Context: an optimization exercise on an open-source flow, tuned for small area and a short achievable clock period. The choices shown serve that exercise and are no tape-out recipe.
Power and IR drop assume default switching activity.

== v6 ==
## fifo
module fifo
#(
parameter DATA_WIDTH = 8,
parameter ADDR_WIDTH = 6
)(
input                          rst_n,
input                          clk,
input                          push,
input                          pop,
input      [DATA_WIDTH -1 : 0] data_in,
output reg [DATA_WIDTH -1 : 0] data_out,
output reg                     empty,
output                         full,
output     [DATA_WIDTH -1 : 0] fifo_counter
);
For scale: ~1400 cells after synthesis, about 30 I/O pins, roughly 22000 sq um of cells after synthesis.
==> module fifo, before the edit <==
module fifo
#(
parameter DATA_WIDTH = 8,
parameter ADDR_WIDTH = 6
)(
input                          rst_n,
input                          clk,
input                          push,
input                          pop,
input      [DATA_WIDTH -1 : 0] data_in,
output reg [DATA_WIDTH -1 : 0] data_out,
output reg                     empty,
output                         full,
output     [DATA_WIDTH -1 : 0] fifo_counter
);
reg [ADDR_WIDTH : 0]    cnt;
reg [7:0]               sel_lo;		 
reg [7:0]               sel_hi;		 
reg [7:0]               sel_lo_n;	 
reg                     not_full;	 
reg [DATA_WIDTH -1 : 0] buf_mem[63:0];
assign full         = cnt[ADDR_WIDTH];
assign fifo_counter = {1'b0, cnt};
wire [ADDR_WIDTH : 0] cnt_inc = cnt + 1'b1;
wire [ADDR_WIDTH : 0] cnt_dec = cnt - 1'b1;
wire [7:0] lo_inc = {sel_lo[6:0], sel_lo[7]};
wire [7:0] lo_dec = {sel_lo[0], sel_lo[7:1]};
wire [7:0] ln_inc = {sel_lo_n[6:0], sel_lo_n[7]};
wire [7:0] ln_dec = {sel_lo_n[0], sel_lo_n[7:1]};
wire [7:0] hi_inc = sel_lo[7] ? {sel_hi[6:0], sel_hi[7]} : sel_hi;
wire [7:0] hi_dec = sel_lo[0] ? {sel_hi[0], sel_hi[7:1]} : sel_hi;
wire [ADDR_WIDTH : 0] cnt_10 = full  ? cnt : cnt_inc;
wire [ADDR_WIDTH : 0] cnt_01 = empty ? cnt : cnt_dec;
wire [ADDR_WIDTH : 0] cnt_11 = empty ? cnt_inc : (full ? cnt_dec : cnt);
wire [7:0] lo_10 = full  ? sel_lo : lo_inc;
wire [7:0] lo_01 = empty ? sel_lo : lo_dec;
wire [7:0] lo_11 = empty ? lo_inc : (full ? lo_dec : sel_lo);
wire [7:0] ln_10 = full  ? sel_lo_n : ln_inc;
wire [7:0] ln_01 = empty ? sel_lo_n : ln_dec;
wire [7:0] ln_11 = empty ? ln_inc : (full ? ln_dec : sel_lo_n);
wire [7:0] hi_10 = full  ? sel_hi : hi_inc;
wire [7:0] hi_01 = empty ? sel_hi : hi_dec;
wire [7:0] hi_11 = empty ? hi_inc : (full ? hi_dec : sel_hi);
wire one = (cnt == 1);
wire s63 = (cnt == 63);
always @(posedge clk or posedge rst_n)
	if (rst_n) begin
		cnt    <= 0;
		empty  <= 1'b1;
		sel_lo <= 8'd1;
		sel_hi <= 8'd1;
		sel_lo_n <= 8'hfe;
		not_full <= 1'b1;
	end else begin
		cnt    <= push ? (pop ? cnt_11 : cnt_10) : (pop ? cnt_01 : cnt);
		sel_lo <= push ? (pop ? lo_11 : lo_10) : (pop ? lo_01 : sel_lo);
		sel_hi <= push ? (pop ? hi_11 : hi_10) : (pop ? hi_01 : sel_hi);
		sel_lo_n <= push ? (pop ? ln_11 : ln_10) : (pop ? ln_01 : sel_lo_n);
		empty  <= ~push & (empty | (pop & one));
		not_full <= ~((full & ~pop) | (s63 & push & ~pop));
	end
wire do_push = push & not_full;
wire do_pop  = pop & ~empty;
reg [DATA_WIDTH -1 : 0] grp[7:0];
reg [DATA_WIDTH -1 : 0] rd;
integer a, b;
always @* begin
	for (a = 0; a < 8; a = a + 1) begin
		grp[a] = 0;
		for (b = 0; b < 8; b = b + 1)
			grp[a] = grp[a] | ({{(DATA_WIDTH/2){~sel_lo_n[b]}}, {(DATA_WIDTH/2){sel_lo[b]}}} & buf_mem[(8*a + b + 63) % 64]);
	end
	rd = 0;
	for (a = 0; a < 8; a = a + 1)
		rd = rd | ({DATA_WIDTH{sel_hi[a]}} & grp[a]);
end
always @(posedge clk or posedge rst_n)
	if (rst_n)
		data_out <= 0;
	else if (do_pop)
		data_out <= rd;
integer i;
always @(posedge clk)
	if (do_push) begin
		buf_mem[0] <= data_in;
		for (i = 1; i < 64; i = i + 1)
			buf_mem[i] <= buf_mem[i-1];
	end
endmodule
Settings: LEC_CHECK=0, CAP_MARGIN=20, CORE_MARGIN=2, CORE_UTILIZATION=65, CTS_BUF_LIST=sky130_fd_sc_hd__clkbuf_4 sky130_fd_sc_hd__clkbuf_8, CTS_CLUSTER_DIAMETER=60, CTS_CLUSTER_SIZE=15, PLACE_DENSITY=0.75, SETUP_SLACK_MARGIN=0.9, SLEW_MARGIN=20; clock period 2.8 ns.
standard.sh (not shown) runs the stock make flow with config.mk's settings and CLKGATE_MAP_FILE= SYNTH_SCRIPT=/design/flow/synth_recipe.tcl, a recipe that flattens the netlist after the stock synthesis.
==> flow/flow/run.sh <==
#!/bin/bash
# Standard ORFS layout with fast port buffers (buf_4) instead of the
# default choice, and a clock tree without dummy loads.
set -euo pipefail
bash standard.sh "BUFFER_PORTS_ARGS=-buffer_cell sky130_fd_sc_hd__buf_4" \
  "CTS_ARGS=-sink_clustering_enable -repair_clock_nets -sink_clustering_size 15 -sink_clustering_max_diameter 60 -buf_list {sky130_fd_sc_hd__clkbuf_4 sky130_fd_sc_hd__clkbuf_8} -dont_use_dummy_load" \
  finish > standard.log 2>&1
For v7, these inputs were changed with respect to v6:
==> flow/design.v <==
module fifo
#(
parameter DATA_WIDTH = 8,
parameter ADDR_WIDTH = 6
)(
input                          rst_n,
input                          clk,
input                          push,
input                          pop,
input      [DATA_WIDTH -1 : 0] data_in,
output reg [DATA_WIDTH -1 : 0] data_out,
output reg                     empty,
output                         full,
output     [DATA_WIDTH -1 : 0] fifo_counter
);
reg [ADDR_WIDTH : 0]    cnt;
reg [15:0]              sel_lo;		 
reg [3:0]               sel_hi;		 
reg [DATA_WIDTH -1 : 0] buf_mem[63:0];
assign full         = cnt[ADDR_WIDTH];
assign fifo_counter = {1'b0, cnt};
wire [ADDR_WIDTH : 0] cnt_inc = cnt + 1'b1;
wire [ADDR_WIDTH : 0] cnt_dec = cnt - 1'b1;
wire [15:0] lo_inc = {sel_lo[14:0], sel_lo[15]};
wire [15:0] lo_dec = {sel_lo[0], sel_lo[15:1]};
wire [3:0]  hi_inc = sel_lo[15] ? {sel_hi[2:0], sel_hi[3]} : sel_hi;
wire [3:0]  hi_dec = sel_lo[0]  ? {sel_hi[0], sel_hi[3:1]} : sel_hi;
wire [ADDR_WIDTH : 0] cnt_10 = full  ? cnt : cnt_inc;
wire [ADDR_WIDTH : 0] cnt_01 = empty ? cnt : cnt_dec;
wire [ADDR_WIDTH : 0] cnt_11 = empty ? cnt_inc : (full ? cnt_dec : cnt);
wire [15:0] lo_10 = full  ? sel_lo : lo_inc;
wire [15:0] lo_01 = empty ? sel_lo : lo_dec;
wire [15:0] lo_11 = empty ? lo_inc : (full ? lo_dec : sel_lo);
wire [3:0]  hi_10 = full  ? sel_hi : hi_inc;
wire [3:0]  hi_01 = empty ? sel_hi : hi_dec;
wire [3:0]  hi_11 = empty ? hi_inc : (full ? hi_dec : sel_hi);
wire one = (cnt == 1);
always @(posedge clk or posedge rst_n)
	if (rst_n) begin
		cnt    <= 0;
		empty  <= 1'b1;
		sel_lo <= 16'd1;
		sel_hi <= 4'd1;
	end else begin
		cnt    <= push ? (pop ? cnt_11 : cnt_10) : (pop ? cnt_01 : cnt);
		sel_lo <= push ? (pop ? lo_11 : lo_10) : (pop ? lo_01 : sel_lo);
		sel_hi <= push ? (pop ? hi_11 : hi_10) : (pop ? hi_01 : sel_hi);
		empty  <= ~push & (empty | (pop & one));
	end
wire do_push = push & ~full;
wire do_pop  = pop & ~empty;
reg [DATA_WIDTH -1 : 0] grp[3:0];
reg [DATA_WIDTH -1 : 0] rd;
integer a, b;
always @* begin
	for (a = 0; a < 4; a = a + 1) begin
		grp[a] = 0;
		for (b = 0; b < 16; b = b + 1)
			grp[a] = grp[a] | ({DATA_WIDTH{sel_lo[b]}} & buf_mem[(16*a + b + 63) % 64]);
	end
	rd = 0;
	for (a = 0; a < 4; a = a + 1)
		rd = rd | ({DATA_WIDTH{sel_hi[a]}} & grp[a]);
end
always @(posedge clk or posedge rst_n)
	if (rst_n)
		data_out <= 0;
	else if (do_pop)
		data_out <= rd;
integer i;
always @(posedge clk)
	if (do_push) begin
		buf_mem[0] <= data_in;
		for (i = 1; i < 64; i = i + 1)
			buf_mem[i] <= buf_mem[i-1];
	end
endmodule
Results
- Higher power dissipated in sequential cells was reported by v7, not v6.
- v7 vs v6: power up
- v6 -> v7: weighted congestion reported at the end of routability-driven placement decreased by a few percent
- Summary — violation count after the first detailed-route iteration, v7 relative to v6: higher, by about 15%.
- Setup slack: v7 vs v6 down 0.0091 ns
Function was not checked in any run of this note: the RTL went through the layout flow alone.

========
== the reference run ==
fifo, a different RTL version from the one above (not shown whole).
For scale: ~550 flip-flops, about 30 I/O pins, about 20000 µm² of cells after synthesis.
## fifo
module fifo
#(
parameter DATA_WIDTH = 8,
parameter ADDR_WIDTH = 6
)(
input                          rst_n,
input                          clk,
input                          push,
input                          pop,
input      [DATA_WIDTH -1 : 0] data_in,
output reg [DATA_WIDTH -1 : 0] data_out,
output reg                     empty,
output                         full,
output     [DATA_WIDTH -1 : 0] fifo_counter
);
==> module fifo, before the edit <==
module fifo
#(
parameter DATA_WIDTH = 8,
parameter ADDR_WIDTH = 6
)(
input                          rst_n,
input                          clk,
input                          push,
input                          pop,
input      [DATA_WIDTH -1 : 0] data_in,
output reg [DATA_WIDTH -1 : 0] data_out,
output reg                     empty,
output                         full,
output     [DATA_WIDTH -1 : 0] fifo_counter
);
reg [ADDR_WIDTH : 0]    cnt;
reg [7:0]               sel_lo;		 
reg [7:0]               sel_hi;		 
reg [7:0]               sel_lo2;	 
reg                     not_full;	 
reg [DATA_WIDTH -1 : 0] buf_mem[63:0];
assign full         = cnt[ADDR_WIDTH];
assign fifo_counter = {1'b0, cnt};
wire [ADDR_WIDTH : 0] cnt_inc = cnt + 1'b1;
wire [ADDR_WIDTH : 0] cnt_dec = cnt - 1'b1;
wire [7:0] lo_inc = {sel_lo[6:0], sel_lo[7]};
wire [7:0] lo_dec = {sel_lo[0], sel_lo[7:1]};
wire [7:0] l2_inc = {sel_lo2[6:0], sel_lo2[7]};
wire [7:0] l2_dec = {sel_lo2[0], sel_lo2[7:1]};
wire [7:0] hi_inc = sel_lo[7] ? {sel_hi[6:0], sel_hi[7]} : sel_hi;
wire [7:0] hi_dec = sel_lo[0] ? {sel_hi[0], sel_hi[7:1]} : sel_hi;
wire [ADDR_WIDTH : 0] cnt_10 = full  ? cnt : cnt_inc;
wire [ADDR_WIDTH : 0] cnt_01 = empty ? cnt : cnt_dec;
wire [ADDR_WIDTH : 0] cnt_11 = empty ? cnt_inc : (full ? cnt_dec : cnt);
wire [7:0] lo_10 = full  ? sel_lo : lo_inc;
wire [7:0] lo_01 = empty ? sel_lo : lo_dec;
wire [7:0] lo_11 = empty ? lo_inc : (full ? lo_dec : sel_lo);
wire [7:0] l2_10 = full  ? sel_lo2 : l2_inc;
wire [7:0] l2_01 = empty ? sel_lo2 : l2_dec;
wire [7:0] l2_11 = empty ? l2_inc : (full ? l2_dec : sel_lo2);
wire [7:0] hi_10 = full  ? sel_hi : hi_inc;
wire [7:0] hi_01 = empty ? sel_hi : hi_dec;
wire [7:0] hi_11 = empty ? hi_inc : (full ? hi_dec : sel_hi);
wire one = (cnt == 1);
wire s63 = (cnt == 63);
always @(posedge clk or posedge rst_n)
	if (rst_n) begin
		cnt    <= 0;
		empty  <= 1'b1;
		sel_lo <= 8'd1;
		sel_hi <= 8'd1;
		sel_lo2 <= 8'd1;
		not_full <= 1'b1;
	end else begin
		cnt    <= push ? (pop ? cnt_11 : cnt_10) : (pop ? cnt_01 : cnt);
		sel_lo <= push ? (pop ? lo_11 : lo_10) : (pop ? lo_01 : sel_lo);
		sel_hi <= push ? (pop ? hi_11 : hi_10) : (pop ? hi_01 : sel_hi);
		sel_lo2 <= push ? (pop ? l2_11 : l2_10) : (pop ? l2_01 : sel_lo2);
		empty  <= ~push & (empty | (pop & one));
		not_full <= ~((full & ~pop) | (s63 & push & ~pop));
	end
wire do_push = push & not_full;
wire do_pop  = pop & ~empty;
reg [DATA_WIDTH -1 : 0] grp[7:0];
reg [DATA_WIDTH -1 : 0] rd;
integer a, b;
always @* begin
	for (a = 0; a < 8; a = a + 1) begin
		grp[a] = 0;
		for (b = 0; b < 8; b = b + 1)
			grp[a] = grp[a] | ({{(DATA_WIDTH/2){sel_lo2[b]}}, {(DATA_WIDTH/2){sel_lo[b]}}} & buf_mem[(8*a + b + 63) % 64]);
	end
	rd = 0;
	for (a = 0; a < 8; a = a + 1)
		rd = rd | ({DATA_WIDTH{sel_hi[a]}} & grp[a]);
end
always @(posedge clk or posedge rst_n)
	if (rst_n)
		data_out <= 0;
	else if (do_pop)
		data_out <= rd;
integer i;
always @(posedge clk)
	if (do_push) begin
		buf_mem[0] <= data_in;
		for (i = 1; i < 64; i = i + 1)
			buf_mem[i] <= buf_mem[i-1];
	end
endmodule
export LEC_CHECK = 0
export CAP_MARGIN = 20
export CORE_MARGIN = 2
export CORE_UTILIZATION = 65
export CTS_BUF_LIST = sky130_fd_sc_hd__clkbuf_4 sky130_fd_sc_hd__clkbuf_8
export CTS_CLUSTER_DIAMETER = 60
export CTS_CLUSTER_SIZE = 15
export PLACE_DENSITY = 0.75
export SETUP_SLACK_MARGIN = 0.9
export SLEW_MARGIN = 20
create_clock -name core_clock -period 2.8 [get_ports {clk}]
==> flow/flow/run.sh <==
#!/bin/bash
# Standard ORFS layout with fast port buffers (buf_4) instead of the
# default choice, and a clock tree without dummy loads.
set -euo pipefail
bash standard.sh "BUFFER_PORTS_ARGS=-buffer_cell sky130_fd_sc_hd__buf_4" \
  "CTS_ARGS=-sink_clustering_enable -repair_clock_nets -sink_clustering_size 20 -sink_clustering_max_diameter 50 -buf_list {sky130_fd_sc_hd__clkbuf_4 sky130_fd_sc_hd__clkbuf_8} -dont_use_dummy_load" \
  finish > standard.log 2>&1
--- input diff the reference run..the trial run ---
==> flow/design.v <==
module fifo
#(
parameter DATA_WIDTH = 8,
parameter ADDR_WIDTH = 6
)(
input                          rst_n,
input                          clk,
input                          push,
input                          pop,
input      [DATA_WIDTH -1 : 0] data_in,
output reg [DATA_WIDTH -1 : 0] data_out,
output reg                     empty,
output                         full,
output     [DATA_WIDTH -1 : 0] fifo_counter
);
reg [ADDR_WIDTH : 0]    cnt;
reg [7:0]               sel_lo;		 
reg [7:0]               sel_hi;		 
reg [DATA_WIDTH -1 : 0] buf_mem[63:0];
assign full         = cnt[ADDR_WIDTH];
assign fifo_counter = {1'b0, cnt};
wire do_push = push & ~cnt[ADDR_WIDTH];
wire do_pop  = pop & ~empty;
wire inc     = do_push & ~do_pop;
wire dec     = do_pop & ~do_push;
wire [ADDR_WIDTH : 0] cnt_nxt = inc ? cnt + 1'b1 : dec ? cnt - 1'b1 : cnt;
always @(posedge clk or posedge rst_n)
	if (rst_n) begin
		cnt   <= 0;
		empty <= 1'b1;
	end else begin
		cnt   <= cnt_nxt;
		empty <= (empty & ~push) | ((cnt == 1) & pop & ~push);
	end
always @(posedge clk) begin
	sel_lo <= 8'd1 << cnt_nxt[2:0];
	sel_hi <= 8'd1 << cnt_nxt[5:3];
end
reg [DATA_WIDTH -1 : 0] grp[7:0];
reg [DATA_WIDTH -1 : 0] rd;
integer a, b;
always @* begin
	for (a = 0; a < 8; a = a + 1) begin
		grp[a] = 0;
		for (b = 0; b < 8; b = b + 1)
			grp[a] = grp[a] | ({DATA_WIDTH{sel_lo[b]}} & buf_mem[(8*a + b + 63) % 64]);
	end
	rd = 0;
	for (a = 0; a < 8; a = a + 1)
		rd = rd | ({DATA_WIDTH{sel_hi[a]}} & grp[a]);
end
always @(posedge clk or posedge rst_n)
	if (rst_n)
		data_out <= 0;
	else if (do_pop)
		data_out <= rd;
integer i;
always @(posedge clk)
	if (do_push) begin
		buf_mem[0] <= data_in;
		for (i = 1; i < 64; i = i + 1)
			buf_mem[i] <= buf_mem[i-1];
	end
endmodule
Findings:
- Compared with the reference run, the trial run shows a largest fanout on the critical path that is 5 lower.
- On post-layout minimum cycle time, the trial run does worse than the reference run.
- Die outline area is lower on the trial run
- Sort the trial run and the reference run by critical path's largest stage delay, ascending, and the trial run comes first.
- Looking at sequential cell count, the trial run sits below the reference run.
- The reference run consumes more power than the trial run.
- From the reference run to the trial run the numbers moved as follows: combinational group share of total power went down 0.4 points, fmax went down by 12%, maximum ir drop on the vdd rail went up by 91%, sequential cell area fraction in the yosys report shows an increase of 2.1 points.
No functional check of the RTL was part of any run of this note.

-- what the ideal ports hide --
How much do the figures lean on ideal ports? The routed layouts below were timed once more, with nothing changed but the port constraints. Step 1 sets driving cells, clkbuf_16 on the clock port and buf_2 on the other inputs (assumed; they add their load-dependent delay and slew). Step 2 moves the port delays by t, midway between the first and last clock arrival at a register: inputs arrive t later, outputs are due t later. That takes back most of the time a late clock gives input paths. Three values: ideal, step 1, step 2; two values: the first two.
run	t, ns	slack for setup (ns)	worst hold slack (ns)	worst data-port slew with drivers (ns)	pins driven straight from the clock port
v6	0.612	0.854 / 0.854 / 0.836	0.026 / -0.001 / 0.401	0.05	1
v7	0.619	0.845 / 0.845 / 0.653	0.153 / 0.129 / 0.439	0.04	1
the reference run	0.607	0.911 / 0.875 / 0.711	0.148 / 0.133 / 0.406	0.04	1
the trial run	0.622	0.649 / 0.649 / 0.359	0.139 / 0.118 / 0.415	0.05	1
After both steps setup and hold are still met in every run listed. The setup slack of the trial run, which loses most, moves by 0.000 ns with the drivers and by -0.290 ns with both steps.
